From an optimization exercise on the open Yosys and OpenROAD flow, aimed at small area; shortcuts taken in it are not production practice.
The RTL was checked by simulation tests, not by an equivalence proof against the original design.
The clock port is modelled as an ideal driver, which makes a skipped or thinned clock tree look cheaper than it is; a real chip needs a root buffer or a tree.
Power figures rest on the tool's default switching activity, not on a simulated workload.

==> inputs of run a <==
==> flow/design.v <==
`timescale 1ns/1ps
module top #(
    parameter CLKS_PER_BIT = 234
)
(
    input wire clk,
    input wire rst_n,
    input wire uart_rx,
    output wire uart_tx
);
    reg  [7:0] tcnt_r;
    wire [7:0] tq   = tcnt_r ^ 8'haa;
    wire       tick = &tq[6:1];
    wire       tfb  = tq[7] ^ (tq[2] | tq[6]);
    always @(posedge clk) begin
        if (!rst_n || tick)
            tcnt_r <= 8'h01 ^ 8'haa;
        else
            tcnt_r <= {~tcnt_r[6:0], tfb};
    end
    reg        rx_active_r;
    reg [5:0]  dcnt_r;
    reg [31:0] a_sr_r;
    reg        carry_r;
    wire rx_bit   = uart_rx;
    wire dtick    = tick && rx_active_r;          
    wire b_half   = dcnt_r[5];
    wire a_bit    = a_sr_r[0];
    wire sum_bit  = rx_bit ^ a_bit ^ carry_r;
    wire carry_nx = (rx_bit & a_bit) | (carry_r & (rx_bit ^ a_bit));
    wire last_bit = dtick && (dcnt_r == 6'd63);   
    always @(posedge clk) begin
        if (!rst_n) begin
            rx_active_r <= 1'b0;
            dcnt_r      <= 6'd0;
        end else if (tick) begin
            if (!rx_active_r) begin
                if (!rx_bit)
                    rx_active_r <= 1'b1;
            end else begin
                dcnt_r <= dcnt_r + 6'd1;
                if (dcnt_r[2:0] == 3'd7)
                    rx_active_r <= 1'b0;
            end
        end
    end
    always @(posedge clk) begin
        if (dtick) begin
            a_sr_r  <= {rx_bit, a_sr_r[31:1]};
            carry_r <= b_half & carry_nx;         
        end
    end
    reg [3:0] tx_frm_r;
    reg       tx_r;
    wire      frm_on = |tx_frm_r;
    always @(posedge clk) begin
        if (!rst_n) begin
            tx_frm_r <= 4'd0;
            tx_r     <= 1'b1;
        end else if (tick) begin
            if (last_bit)
                tx_frm_r <= 4'd10;
            else if (frm_on)
                tx_frm_r <= tx_frm_r - 4'd1;
            if (frm_on)
                tx_r <= tx_frm_r[3] & ~tx_frm_r[0] & (tx_frm_r[1] | carry_r);
            else if (b_half)
                tx_r <= rx_active_r ? sum_bit : rx_bit;
            else
                tx_r <= 1'b1;
        end
    end
    assign uart_tx = tx_r;
endmodule
==> flow/flow/run.sh <==
#!/bin/bash
# Layout flow: the standard ORFS flow (standard.sh) with these changes:
#  - synthesis is the standard script, but abc maps the logic with an
#    area-oriented script (flow/area.abc) and adders are left to abc
#    instead of being mapped to half/full adder cells first
#    (ADDER_MAP_FILE empty); flip-flop mapping is unchanged;
#  - the ports are buffered with the smallest buffer, buf_1;
#  - after clock tree synthesis, flow/clock_tree.tcl replaces the tree with
#    four buffers fed straight from the clock port, one per group of nearby
#    flip-flops, each the smallest of buf_4/6/8/12/16 whose estimated slew
#    at its flip-flops is at most 115 ps, and shrinks oversized repair
#    buffers to buf_4.
# Each ORFS step writes its own log under orfs/logs; make's output goes to
# flow_make.log.
set -euo pipefail
F=$PWD/flow
export MY_ABC_SCRIPT=$F/area.abc
bash standard.sh \
  SYNTH_SCRIPT=$F/synth.tcl \
  ADDER_MAP_FILE= \
  "BUFFER_PORTS_ARGS=-buffer_cell sky130_fd_sc_hd__buf_1" \
  POST_CTS_TCL=$F/clock_tree.tcl \
  finish > flow_make.log 2>&1
==> flow/flow/area.abc <==
strash; dc2; strash; dc2; dch -f; amap -F 1000 -A 1000 -E 0
==> flow/flow/clock_tree.tcl <==
# POST_CTS_TCL hook: replace the clock tree that clock_tree_synthesis built
# with a few clock buffers driven straight from the clock port, one per
# group of nearby flip-flops.
set ncl 4
set buf_master_name sky130_fd_sc_hd__buf_4
if { [info exists ::env(OWN_CTS_GROUPS)] } { set ncl $::env(OWN_CTS_GROUPS) }
if { [info exists ::env(OWN_CTS_BUF)] } { set buf_master_name $::env(OWN_CTS_BUF) }

set db [ord::get_db]
set block [ord::get_db_block]
set clk_net [[$block findBTerm clk] getNet]

# flip-flop clock pins
set sinks {}
foreach inst [$block getInsts] {
  set m [[$inst getMaster] getName]
  if { [regexp {__(e?dfxtp|dfrtp|dfstp|dfxbp)_} $m] } {
    lappend sinks [$inst findITerm CLK]
  }
}
puts "own clock tree: [llength $sinks] flip-flops"

# remove the cells and nets clock_tree_synthesis added
foreach inst [$block getInsts] {
  set n [$inst getName]
  if { [string match clkbuf_* $n] || [string match clkload* $n] } {
    odb::dbInst_destroy $inst
  }
}
foreach net [$block getNets] {
  if { [string match clknet_* [$net getName]] && [llength [$net getITerms]] == 0 } {
    odb::dbNet_destroy $net
  }
}

# split the flip-flops into ncl (a power of two) groups of equal size by
# halving along x, then y, and so on
proc split_groups { idxs pts depth axis } {
  if { $depth == 0 } { return [list $idxs] }
  set keyed {}
  foreach i $idxs { lappend keyed [list $i [lindex [lindex $pts $i] $axis]] }
  set keyed [lsort -real -index 1 $keyed]
  set h [expr {[llength $keyed] / 2}]
  set lo {}; set hi {}
  foreach k [lrange $keyed 0 [expr {$h - 1}]] { lappend lo [lindex $k 0] }
  foreach k [lrange $keyed $h end] { lappend hi [lindex $k 0] }
  return [concat [split_groups $lo $pts [expr {$depth - 1}] [expr {1 - $axis}]] \
    [split_groups $hi $pts [expr {$depth - 1}] [expr {1 - $axis}]]]
}
set pts {}
foreach s $sinks {
  set b [[$s getInst] getBBox]
  lappend pts [list [expr {([$b xMin] + [$b xMax]) / 2.0}] [expr {([$b yMin] + [$b yMax]) / 2.0}]]
}
set idxs {}
for { set i 0 } { $i < [llength $pts] } { incr i } { lappend idxs $i }
set depth [expr {int(round(log($ncl) / log(2)))}]
set groups [split_groups $idxs $pts $depth 0]
set assign [lrepeat [llength $pts] 0]
set cents {}
set k 0
foreach g $groups {
  set sx 0; set sy 0
  foreach i $g {
    lset assign $i $k
    set sx [expr {$sx + [lindex [lindex $pts $i] 0]}]
    set sy [expr {$sy + [lindex [lindex $pts $i] 1]}]
  }
  lappend cents [list [expr {$sx / [llength $g]}] [expr {$sy / [llength $g]}]]
  incr k
}
set ncl [llength $groups]

set master [$db findMaster $buf_master_name]
for { set k 0 } { $k < $ncl } { incr k } {
  set inst [odb::dbInst_create $block $master "clkbuf_own_$k"]
  set net [odb::dbNet_create $block "clknet_own_$k"]
  $net setSigType CLOCK
  [$inst findITerm A] connect $clk_net
  [$inst findITerm X] connect $net
  set n 0
  foreach s $sinks a $assign {
    if { $a == $k } { $s disconnect; $s connect $net; incr n }
  }
  set c [lindex $cents $k]
  $inst setLocation [expr {int([lindex $c 0])}] [expr {int([lindex $c 1])}]
  $inst setPlacementStatus PLACED
  puts "own clock tree: clkbuf_own_$k drives $n flip-flops"
}
# repair_design buffers heavy nets with very large buffers; a buf_4 drives
# the loads here within the slew and capacitance limits
set buf4 [$db findMaster sky130_fd_sc_hd__buf_4]
foreach inst [$block getInsts] {
  if { [regexp {__buf_(6|8|12|16)$} [[$inst getMaster] getName]] } {
    puts "own clock tree: [$inst getName] resized to buf_4"
    $inst swapMaster $buf4
  }
}
global_connect
detailed_placement
check_placement -verbose
estimate_parasitics -placement

set slew_target 0.115
if { [info exists ::env(OWN_CTS_SLEW_TARGET)] } { set slew_target $::env(OWN_CTS_SLEW_TARGET) }
proc worst_clk_slew { k } {
  set net [[ord::get_db_block] findNet "clknet_own_$k"]
  set worst 0
  foreach it [$net getITerms] {
    if { [$it isOutputSignal] } { continue }
    set pin [get_pins "[[$it getInst] getName]/[[$it getMTerm] getName]"]
    foreach a {max min} {
      foreach e {rise fall} {
        set v [get_property $pin slew_${a}_$e]
        if { [string is double -strict $v] && $v > $worst } { set worst $v }
      }
    }
  }
  return $worst
}
set sizes {sky130_fd_sc_hd__buf_4 sky130_fd_sc_hd__buf_6 sky130_fd_sc_hd__buf_8 sky130_fd_sc_hd__buf_12 sky130_fd_sc_hd__buf_16}
for { set k 0 } { $k < $ncl } { incr k } {
  set inst [$block findInst "clkbuf_own_$k"]
  set i [lsearch -exact $sizes [[$inst getMaster] getName]]
  while { 1 } {
    set w [worst_clk_slew $k]
    puts "own clock tree: clkbuf_own_$k [[$inst getMaster] getName] estimated worst slew [format %.1f [expr {$w * 1e3}]] ps"
    if { $w <= $slew_target || $i < 0 || $i >= [llength $sizes] - 1 } { break }
    incr i
    $inst swapMaster [$db findMaster [lindex $sizes $i]]
    estimate_parasitics -placement
  }
}
detailed_placement
check_placement -verbose
estimate_parasitics -placement
repair_timing -hold -hold_margin 0.05
detailed_placement
check_placement -verbose
report_clock_skew
report_check_types -max_slew -max_capacitance -violators
==> flow/flow/synth.tcl <==
proc synth {args} { yosys synth -nofsm -noshare {*}$args }
proc abc {args} {
  # same abc call as the standard synthesis, with an area-oriented script
  set i [lsearch -exact $args -script]
  if { $i >= 0 && [info exists ::env(MY_ABC_SCRIPT)] } { lset args [expr {$i + 1}] $::env(MY_ABC_SCRIPT) }
  yosys abc {*}$args
}
source $::env(SCRIPTS_DIR)/synth.tcl
# left out here: clear keep_hierarchy, flatten, clean up, hide names made inside functions, write 1_2_yosys.v
==> flow/standard.sh <==
#!/bin/bash
# synth_recipe.tcl (not shown) runs the flow's synth.tcl, then flattens the netlist and writes it again
# the make line also repeats each setting of config.mk as NAME=value (left out here)
make -C /OpenROAD-flow-scripts/flow DESIGN_CONFIG=/design/flow/config.mk WORK_HOME=/design/flow/orfs CLKGATE_MAP_FILE= SYNTH_SCRIPT=/design/flow/synth_recipe.tcl "${@:-finish}"
==> flow/config.mk <==
export PLATFORM = sky130hd
export DESIGN_NAME = top
export DESIGN_NICKNAME = top
export VERILOG_FILES = /design/flow/design.v
export SDC_FILE = /design/flow/constraint.sdc
export NUM_CORES = 4
export LEC_CHECK = 0
export CAP_MARGIN = 20
export CORE_MARGIN = 2
export CORE_UTILIZATION = 40
export PLACE_DENSITY = 0.85
export SLEW_MARGIN = 20
==> flow/constraint.sdc <==
create_clock -name core_clock -period 37.037 [get_ports {clk}]
set_input_delay 7.4074 -clock core_clock [delete_from_list [all_inputs] [get_ports {clk}]]
set_output_delay 7.4074 -clock core_clock [all_outputs]
set_load 0.01 [all_outputs]
==> inputs of run b, as changes to run a <==
--- a/flow/design.v
+++ b/flow/design.v
@@ -8,15 +8,14 @@
     input wire uart_rx,
     output wire uart_tx
 );
-    reg  [7:0] tcnt_r;
-    wire [7:0] tq   = tcnt_r ^ 8'haa;
-    wire       tick = &tq[6:1];
-    wire       tfb  = tq[7] ^ (tq[2] | tq[6]);
+    reg [7:0] tcnt_r;
+    wire tick = ~(tcnt_r[7] | tcnt_r[6] | tcnt_r[5] | tcnt_r[2] | tcnt_r[1] | tcnt_r[0]);
+    wire tfb  = tcnt_r[7] ^ tcnt_r[4] ^ tcnt_r[2] ^ tcnt_r[0];
     always @(posedge clk) begin
         if (!rst_n || tick)
-            tcnt_r <= 8'h01 ^ 8'haa;
+            tcnt_r <= 8'h12;
         else
-            tcnt_r <= {~tcnt_r[6:0], tfb};
+            tcnt_r <= {tcnt_r[6:0], tfb};
     end
     reg        rx_active_r;
     reg [5:0]  dcnt_r;
==> flow/flow/run.sh (replaced) <==
#!/bin/bash
# Layout flow: the standard ORFS flow (standard.sh) with these changes:
#  - synthesis is the standard script, but abc maps the logic with an
#    area-oriented script (flow/area.abc); flip-flop mapping is unchanged;
#  - the ports are buffered with the smallest buffer, buf_1;
#  - after clock tree synthesis, flow/clock_tree.tcl replaces the tree with
#    four buf_4 cells fed straight from the clock port, one per group of
#    nearby flip-flops, and shrinks oversized repair buffers to buf_4.
# Each ORFS step writes its own log under orfs/logs; make's output goes to
# flow_make.log.
set -euo pipefail
F=$PWD/flow
export MY_ABC_SCRIPT=$F/area.abc
bash standard.sh \
  SYNTH_SCRIPT=$F/synth.tcl \
  "BUFFER_PORTS_ARGS=-buffer_cell sky130_fd_sc_hd__buf_1" \
  POST_CTS_TCL=$F/clock_tree.tcl \
  finish > flow_make.log 2>&1
==> flow/flow/area.abc (replaced) <==
strash; dc2; strash; dc2; dch -f; amap
--- a/flow/flow/clock_tree.tcl
+++ b/flow/flow/clock_tree.tcl
@@ -100,40 +100,6 @@
 detailed_placement
 check_placement -verbose
 estimate_parasitics -placement
-
-set slew_target 0.115
-if { [info exists ::env(OWN_CTS_SLEW_TARGET)] } { set slew_target $::env(OWN_CTS_SLEW_TARGET) }
-proc worst_clk_slew { k } {
-  set net [[ord::get_db_block] findNet "clknet_own_$k"]
-  set worst 0
-  foreach it [$net getITerms] {
-    if { [$it isOutputSignal] } { continue }
-    set pin [get_pins "[[$it getInst] getName]/[[$it getMTerm] getName]"]
-    foreach a {max min} {
-      foreach e {rise fall} {
-        set v [get_property $pin slew_${a}_$e]
-        if { [string is double -strict $v] && $v > $worst } { set worst $v }
-      }
-    }
-  }
-  return $worst
-}
-set sizes {sky130_fd_sc_hd__buf_4 sky130_fd_sc_hd__buf_6 sky130_fd_sc_hd__buf_8 sky130_fd_sc_hd__buf_12 sky130_fd_sc_hd__buf_16}
-for { set k 0 } { $k < $ncl } { incr k } {
-  set inst [$block findInst "clkbuf_own_$k"]
-  set i [lsearch -exact $sizes [[$inst getMaster] getName]]
-  while { 1 } {
-    set w [worst_clk_slew $k]
-    puts "own clock tree: clkbuf_own_$k [[$inst getMaster] getName] estimated worst slew [format %.1f [expr {$w * 1e3}]] ps"
-    if { $w <= $slew_target || $i < 0 || $i >= [llength $sizes] - 1 } { break }
-    incr i
-    $inst swapMaster [$db findMaster [lindex $sizes $i]]
-    estimate_parasitics -placement
-  }
-}
-detailed_placement
-check_placement -verbose
-estimate_parasitics -placement
 repair_timing -hold -hold_margin 0.05
 detailed_placement
 check_placement -verbose
--- a/flow/config.mk
+++ b/flow/config.mk
@@ -8,5 +8,4 @@
 export CAP_MARGIN = 20
 export CORE_MARGIN = 2
 export CORE_UTILIZATION = 40
-export PLACE_DENSITY = 0.85
 export SLEW_MARGIN = 20
==> inputs of run c, as changes to run a <==
--- a/flow/config.mk
+++ b/flow/config.mk
@@ -8,5 +8,4 @@
 export CAP_MARGIN = 20
 export CORE_MARGIN = 2
 export CORE_UTILIZATION = 40
-export PLACE_DENSITY = 0.85
 export SLEW_MARGIN = 20
==> impl_metrics.json <==
{
  "status": "complete, no violations",
  "cp_top_family": "adder cells",
  "grt_util_met3_pct": 4.27,
  "clockPowerShare_pct": 20.3,
  "final_nets": 147,
  "drtIter0Drc": 30,
  "initial_core_util_pct": 41.4,
  "grt_pass1_vias": 874
}
[end of results for run b]
==> impl_metrics.json <==
{
  "grt_pass1_vias": 780,
  "clockPowerShare_pct": 23.2,
  "grt_util_met3_pct": 4.82,
  "final_nets": 128,
  "status": "complete, no violations",
  "cp_top_family": "compound AO/OA/AOI/OAI gates"
}
[end of results for run c]
==> impl_metrics.json <==
{
  "status": "complete, no violations",
  "syn2layout_area_growth_pct": 7.17,
  "drive_gt1_share_pct": 5.04,
  "clockPowerShare_pct": 24.2,
  "cp_top_family": "compound AO/OA/AOI/OAI gates",
  "final_nets": 128,
  "grt_util_met3_pct": 4.39,
  "design.seq.count": 53,
  "synth_top_area_share_pct": 58.5
}
[end of results for run a]
No run of this note takes its clock network from TritonCTS; it comes from the design's own scripts or RTL.

---

==> build 94: inputs <==
// top: RTL as listed in full above, without the edits since
clock: 37.037 ns
lec_check: 0
cap_margin: 20
core_margin: 2
core_utilization: 40
slew_margin: 20
standard.sh (not shown) runs the stock make flow with config.mk's settings and CLKGATE_MAP_FILE= SYNTH_SCRIPT=/design/flow/synth_recipe.tcl, a recipe that flattens the netlist after the stock synthesis.
==> flow/flow/run.sh <==
#!/bin/bash
# Layout flow: the standard ORFS flow (standard.sh) with these changes:
#  - synthesis is the standard script, but abc maps the logic with an
#    area-oriented script (flow/area.abc) and adders are left to abc
#    instead of being mapped to half/full adder cells first
#    (ADDER_MAP_FILE empty); flip-flop mapping is unchanged;
#  - the ports are buffered with the smallest buffer, buf_1;
#  - after clock tree synthesis, flow/clock_tree.tcl replaces the tree with
#    four buffers fed straight from the clock port, one per group of nearby
#    flip-flops, each the smallest of buf_4/6/8/12/16 whose estimated slew
#    at its flip-flops is at most 115 ps, and shrinks oversized repair
#    buffers to buf_4.
# Each ORFS step writes its own log under orfs/logs; make's output goes to
# flow_make.log.
set -euo pipefail
F=$PWD/flow
export MY_ABC_SCRIPT=$F/area.abc
bash standard.sh \
  SYNTH_SCRIPT=$F/synth.tcl \
  ADDER_MAP_FILE= \
  "BUFFER_PORTS_ARGS=-buffer_cell sky130_fd_sc_hd__buf_1" \
  POST_CTS_TCL=$F/clock_tree.tcl \
  finish > flow_make.log 2>&1
==> flow/flow/area.abc <==
strash; dc2; strash; dc2; dch -f; amap
Other scripts of this flow, unchanged in this note and not shown: flow/flow/clock_tree.tcl, flow/flow/synth.tcl
==> inputs of build 28, as changes to build 94 <==
==> flow/flow/area.abc (replaced) <==
strash; dc2; strash; dc2; dch -f; amap -F 1000 -A 1000 -E 0
CORE_UTILIZATION = 55   (was 40)
==> metrics.md <==
| Metric | Value |
|---|---|
| Simple-gate share of the synthesized area | `approximately 11%` |
| Starting Density | `between 40% and 50%` |
| Buf/Inv on CP | `2` |
| Comb power frac | `~1%` |
| Met1 Use GR | `15.1%` |
| First-pass GRT wire length | `4.20 mm` |
| Outcome | `complete, no violations` |
| Largest net degree at the start of global routing | `19` |
| Setup ws final | `around 28 ns` |
| Synth top area share | `between 50% and 60%` |
[end of results for build 94]
==> metrics.md <==
| Metric | Value |
|---|---|
| Outcome | `complete, no violations` |
| Starting Density | `a little under three fifths` |
| Synth top area share | `around three fifths` |
| Met1 Use GR | `roughly a fifth` |
| Largest net degree at the start of global routing | `37` |
| Comb power frac | `0.9%` |
[end of results for build 28]
No run of this note takes its clock network from TritonCTS; it comes from the design's own scripts or RTL.

## re-timing with driven ports
How much do the figures lean on ideal ports? The routed layouts below were timed once more, with nothing changed but the port constraints.
Step 1 assumes that a clkbuf_16 drives the clock port and a buf_2 every other input.
Step 2 times the ports against the registers' clock, not the clock port: input delays grow and output delays shrink by t, the midpoint of the rising clock arrivals with the driver on.
Slacks: no drivers / after step 1 / after step 2; pairs: no drivers / after step 1.
| run | t (ns) | slack for setup (ns) | hold WS [ns] | worst setup path after step 2 | latest minus earliest clock arrival (ns) |
|---|---|---|---|---|---|
| run a | 0.179 | 28.457 / 28.478 / 28.299 | 0.400 / 0.400 / 0.400 | input to register | 0.033 / 0.034 |
| run b | 0.189 | 28.670 / 28.694 / 28.505 | 0.429 / 0.430 / 0.430 | input to register | 0.009 / 0.009 |
| run c | 0.172 | 28.448 / 28.468 / 28.296 | 0.368 / 0.368 / 0.368 | input to register | 0.034 / 0.034 |
| build 94 | 0.177 | 28.392 / 28.416 / 28.238 | 0.384 / 0.384 / 0.384 | input to register | 0.033 / 0.033 |
| build 28 | 0.181 | 28.514 / 28.544 / 28.363 | 0.384 / 0.385 / 0.385 | input to register | 0.032 / 0.032 |
After both steps setup and hold are still met in every run listed. The setup slack of run b, which loses most, moves by +0.024 ns with the drivers and by -0.165 ns with both steps.
